Context: an optimization exercise on an open-source flow, tuned for small area. The choices shown serve that exercise and are no tape-out recipe.
Function was checked by simulation only, so behaviour that the tests miss may differ from the original.
Power is estimated from default activity; no workload was simulated.

## conv_window
module conv_window #(
    parameter DATA_WIDTH = 16,
    parameter IMG_WIDTH  = 64
)(
    input  wire                  clk,
    input  wire                  rst_n,
    input  wire [DATA_WIDTH-1:0] pixel_in,
    input  wire                  valid_in,
    output wire [DATA_WIDTH-1:0] w00, w01, w02,
    output wire [DATA_WIDTH-1:0] w10, w11, w12,
    output wire [DATA_WIDTH-1:0] w20, w21, w22,
    output wire                  valid_out
);
    localparam RING = 8;
    wire                  shift, rotate;
    wire [DATA_WIDTH-1:0] ring_in;
    sliding_window #(
        .DATA_WIDTH(DATA_WIDTH),
        .IMG_WIDTH (IMG_WIDTH),
        .RING      (RING)
    ) u_sw (
        .clk      (clk),
        .rst_n    (rst_n),
        .pixel_in (pixel_in),
        .valid_in (valid_in),
        .shift    (shift),
        .rotate   (rotate),
        .ring_in  (ring_in),
        .valid_out(valid_out)
    );
    line_buffer #(
        .DATA_WIDTH(DATA_WIDTH),
        .IMG_WIDTH (IMG_WIDTH),
        .RING      (RING)
    ) u_lb (
        .clk      (clk),
        .shift    (shift),
        .rotate   (rotate),
        .ring_in  (ring_in),
        .w00(w00), .w01(w01), .w02(w02),
        .w10(w10), .w11(w11), .w12(w12),
  ...
Size: about 2,800 cells after synthesis, ~2,200 flip-flops, ~160 I/O pins, roughly 49,000 um^2 of cells after synthesis.
export LEC_CHECK = 0
export CAP_MARGIN = 30
export CORE_MARGIN = 2
export CORE_UTILIZATION = 70
export SLEW_MARGIN = 30
create_clock -name core_clock -period 7.0 [get_ports {clk}]
standard.sh (not shown) runs the stock make flow with config.mk's settings and CLKGATE_MAP_FILE= SYNTH_SCRIPT=/design/flow/synth_recipe.tcl, a recipe that flattens the netlist after the stock synthesis.
==> flow/flow/run.sh <==
#!/bin/bash
# Standard layout, with two changes: port buffers use the smallest buffer,
# and clock tree synthesis gets explicit clustering and no dummy loads.
set -euo pipefail
export BUFFER_PORTS_ARGS="-buffer_cell sky130_fd_sc_hd__buf_1"
export CTS_ARGS="-sink_clustering_enable -repair_clock_nets -sink_clustering_size 11 -sink_clustering_max_diameter 30 -buf_list sky130_fd_sc_hd__clkbuf_4 -dont_use_dummy_load"

bash standard.sh finish > standard.log 2>&1
Then changed:
==> flow/flow/run.sh (replaced) <==
#!/bin/bash
# Standard layout, with two changes: port buffers use the smallest buffer,
# and clock tree synthesis gets explicit clustering and no dummy loads.
set -euo pipefail
export BUFFER_PORTS_ARGS="-buffer_cell sky130_fd_sc_hd__buf_1"
export CTS_ARGS="-sink_clustering_enable -repair_clock_nets -sink_clustering_size 12 -sink_clustering_max_diameter 35 -buf_list sky130_fd_sc_hd__clkbuf_4 -dont_use_dummy_load"

bash standard.sh finish > standard.log 2>&1
--- a/flow/config.mk
+++ b/flow/config.mk
@@ -9,3 +9,3 @@
 export CORE_MARGIN = 2
-export CORE_UTILIZATION = 70
+export CORE_UTILIZATION = 88
 export SLEW_MARGIN = 30
With this change the flow aborted during detailed placement (3_5_place_dp).
Area after synthesis stays the same.
Synthesized cell count stays the same.

* * *

Starting RTL as in the previous note.
clock: 7.0 ns
lec_check: 0
cap_margin: 30
core_margin: 2
core_utilization: 70
slew_margin: 30
==> flow/flow/run.sh <==
#!/bin/bash
# Standard layout, with two changes: port buffers use the smallest buffer,
# and clock tree synthesis gets explicit clustering and no dummy loads.
set -euo pipefail
export BUFFER_PORTS_ARGS="-buffer_cell sky130_fd_sc_hd__buf_1"
export CTS_ARGS="-sink_clustering_enable -repair_clock_nets -sink_clustering_size 12 -sink_clustering_max_diameter 40 -buf_list sky130_fd_sc_hd__clkbuf_4 -dont_use_dummy_load"

bash standard.sh finish > standard.log 2>&1
The baseline ran to the end with no violations.
Next try:
--- a/flow/flow/run.sh
+++ b/flow/flow/run.sh
@@ -6 +6 @@
-export CTS_ARGS="-sink_clustering_enable -repair_clock_nets -sink_clustering_size 12 -sink_clustering_max_diameter 40 -buf_list sky130_fd_sc_hd__clkbuf_4 -dont_use_dummy_load"
+export CTS_ARGS="-sink_clustering_enable -repair_clock_nets -sink_clustering_size 20 -sink_clustering_max_diameter 45 -buf_list sky130_fd_sc_hd__clkbuf_8 -dont_use_dummy_load"
Outcome: The new run finished clean; core utilization rose by 0.59 points; final cell count fell by 1.6%; sequential share of layout area fell by 0.68 points; area after synthesis stays the same; routed wire length fell by 0.89%; die area is unchanged; power rose by 2.5%.
Next try:
--- a/flow/flow/run.sh
+++ b/flow/flow/run.sh
@@ -6 +6 @@
-export CTS_ARGS="-sink_clustering_enable -repair_clock_nets -sink_clustering_size 20 -sink_clustering_max_diameter 45 -buf_list sky130_fd_sc_hd__clkbuf_8 -dont_use_dummy_load"
+export CTS_ARGS="-sink_clustering_enable -repair_clock_nets -sink_clustering_size 12 -sink_clustering_max_diameter 35 -buf_list sky130_fd_sc_hd__clkbuf_4 -dont_use_dummy_load"
--- a/flow/config.mk
+++ b/flow/config.mk
@@ -10 +10 @@
-export CORE_UTILIZATION = 70
+export CORE_UTILIZATION = 75
After rerunning: Clock power drops by 9.2%. Total power drops by 2.1%. Via count climbs by 2.0%. Wire length climbs by 4.9%. Maximum frequency drops by 14%. Global-route usage climbs by 2.4 points. Cell area drops by 0.94%.
Next try:
--- a/flow/config.mk
+++ b/flow/config.mk
@@ -10 +10 @@
-export CORE_UTILIZATION = 75
+export CORE_UTILIZATION = 70
The changed run passed the timing, DRC and antenna checks.
Die area rose by 7.0%.
Design area hardly moves.
Setup slack gains 0.43 ns.
Final cell count rose by 2.2%.
Routed wire length fell by 4.3%.
Global-route usage fell by 2.3 points.
Worst hold slack loses 0.0095 ns.
Next try:
==> flow/run.sh (new file) <==
#!/bin/bash
# synth_recipe.tcl (not shown) runs the flow's synth.tcl, then flattens the netlist and writes it again
# the make line also repeats each setting of config.mk as NAME=value (left out here)
make -C /OpenROAD-flow-scripts/flow DESIGN_CONFIG=/design/flow/config.mk WORK_HOME=/design/flow/orfs CLKGATE_MAP_FILE= SYNTH_SCRIPT=/design/flow/synth_recipe.tcl finish
--- a/flow/config.mk
+++ b/flow/config.mk
@@ -10,0 +11,3 @@
+export CTS_BUF_LIST = sky130_fd_sc_hd__clkbuf_4
+export CTS_CLUSTER_DIAMETER = 35
+export CTS_CLUSTER_SIZE = 12
removed: flow/flow/run.sh
removed: flow/standard.sh
Global-route usage went up by 0.62 points.
Worst setup slack degrades by 0.25 ns.
First-iteration DRC count went up by 16%.
Cell area went up by 3.0%.
Sequential share of layout area went down by 2.5 points.
Routed wire length went up by 4.0%.
Critical path depth went down by 4.
Maximum frequency went down by 7.2%.
Next try:
==> flow/flow/run.sh (new file) <==
#!/bin/bash
# Standard layout, with two changes: port buffers use the smallest buffer,
# and clock tree synthesis gets explicit clustering and no dummy loads.
set -euo pipefail
export BUFFER_PORTS_ARGS="-buffer_cell sky130_fd_sc_hd__buf_1"
export CTS_ARGS="-sink_clustering_enable -repair_clock_nets -sink_clustering_size 32 -sink_clustering_max_diameter 55 -buf_list sky130_fd_sc_hd__clkbuf_16 -dont_use_dummy_load"

bash standard.sh finish > standard.log 2>&1
==> flow/standard.sh (new file) <==
#!/bin/bash
# synth_recipe.tcl (not shown) runs the flow's synth.tcl, then flattens the netlist and writes it again
# the make line also repeats each setting of config.mk as NAME=value (left out here)
make -C /OpenROAD-flow-scripts/flow DESIGN_CONFIG=/design/flow/config.mk WORK_HOME=/design/flow/orfs CLKGATE_MAP_FILE= SYNTH_SCRIPT=/design/flow/synth_recipe.tcl "${@:-finish}"
--- a/flow/config.mk
+++ b/flow/config.mk
@@ -11,3 +10,0 @@
-export CTS_BUF_LIST = sky130_fd_sc_hd__clkbuf_4
-export CTS_CLUSTER_DIAMETER = 35
-export CTS_CLUSTER_SIZE = 12
removed: flow/run.sh
=> Setup slack improved by 0.34 ns; power is higher by a few percent; non-clock buffer count does not change.

[separate check: timing with driven ports]
Ports are ideal in the flow. The routed layouts listed here were re-timed in OpenROAD. Step 1 sets driving cells, clkbuf_16 on the clock port and buf_2 on the other inputs (assumed; they add their load-dependent delay and slew). Step 2 times the ports against the registers' clock, not the clock port: input delays grow and output delays shrink by t, the midpoint of the rising clock arrivals with the driver on. Slacks: ideal ports / drivers / drivers and shift; pairs: ideal ports / drivers.
run | t, ns | setup slack, ns | hold slack, ns | clock arrival spread, ns
the first run of note 1 | 1.056 | 3.901 / 3.901 / 3.425 | 0.252 / 0.252 / 0.252 | 0.107 / 0.108
the first run of note 2 | 1.032 | 3.844 / 3.844 / 3.402 | 0.276 / 0.276 / 0.276 | 0.085 / 0.085
the second run of note 2 | 0.816 | 3.873 / 3.873 / 3.423 | 0.272 / 0.272 / 0.272 | 0.093 / 0.092
the third run of note 2 | 1.041 | 3.374 / 3.374 / 3.100 | 0.291 / 0.291 / 0.291 | 0.074 / 0.074
the fourth run of note 2 | 1.022 | 3.804 / 3.804 / 3.361 | 0.281 / 0.281 / 0.281 | 0.121 / 0.121
the fifth run of note 2 | 1.103 | 3.554 / 3.492 / 3.146 | 0.296 / 0.274 / 0.296 | 0.079 / 0.079
the sixth run of note 2 | 0.713 | 3.894 / 3.894 / 3.449 | 0.287 / 0.287 / 0.287 | 0.059 / 0.059
After both steps setup and hold are still met in every run listed. The setup slack of the first run of note 1, which loses most, moves by 0.000 ns with the drivers and by -0.476 ns with both steps.
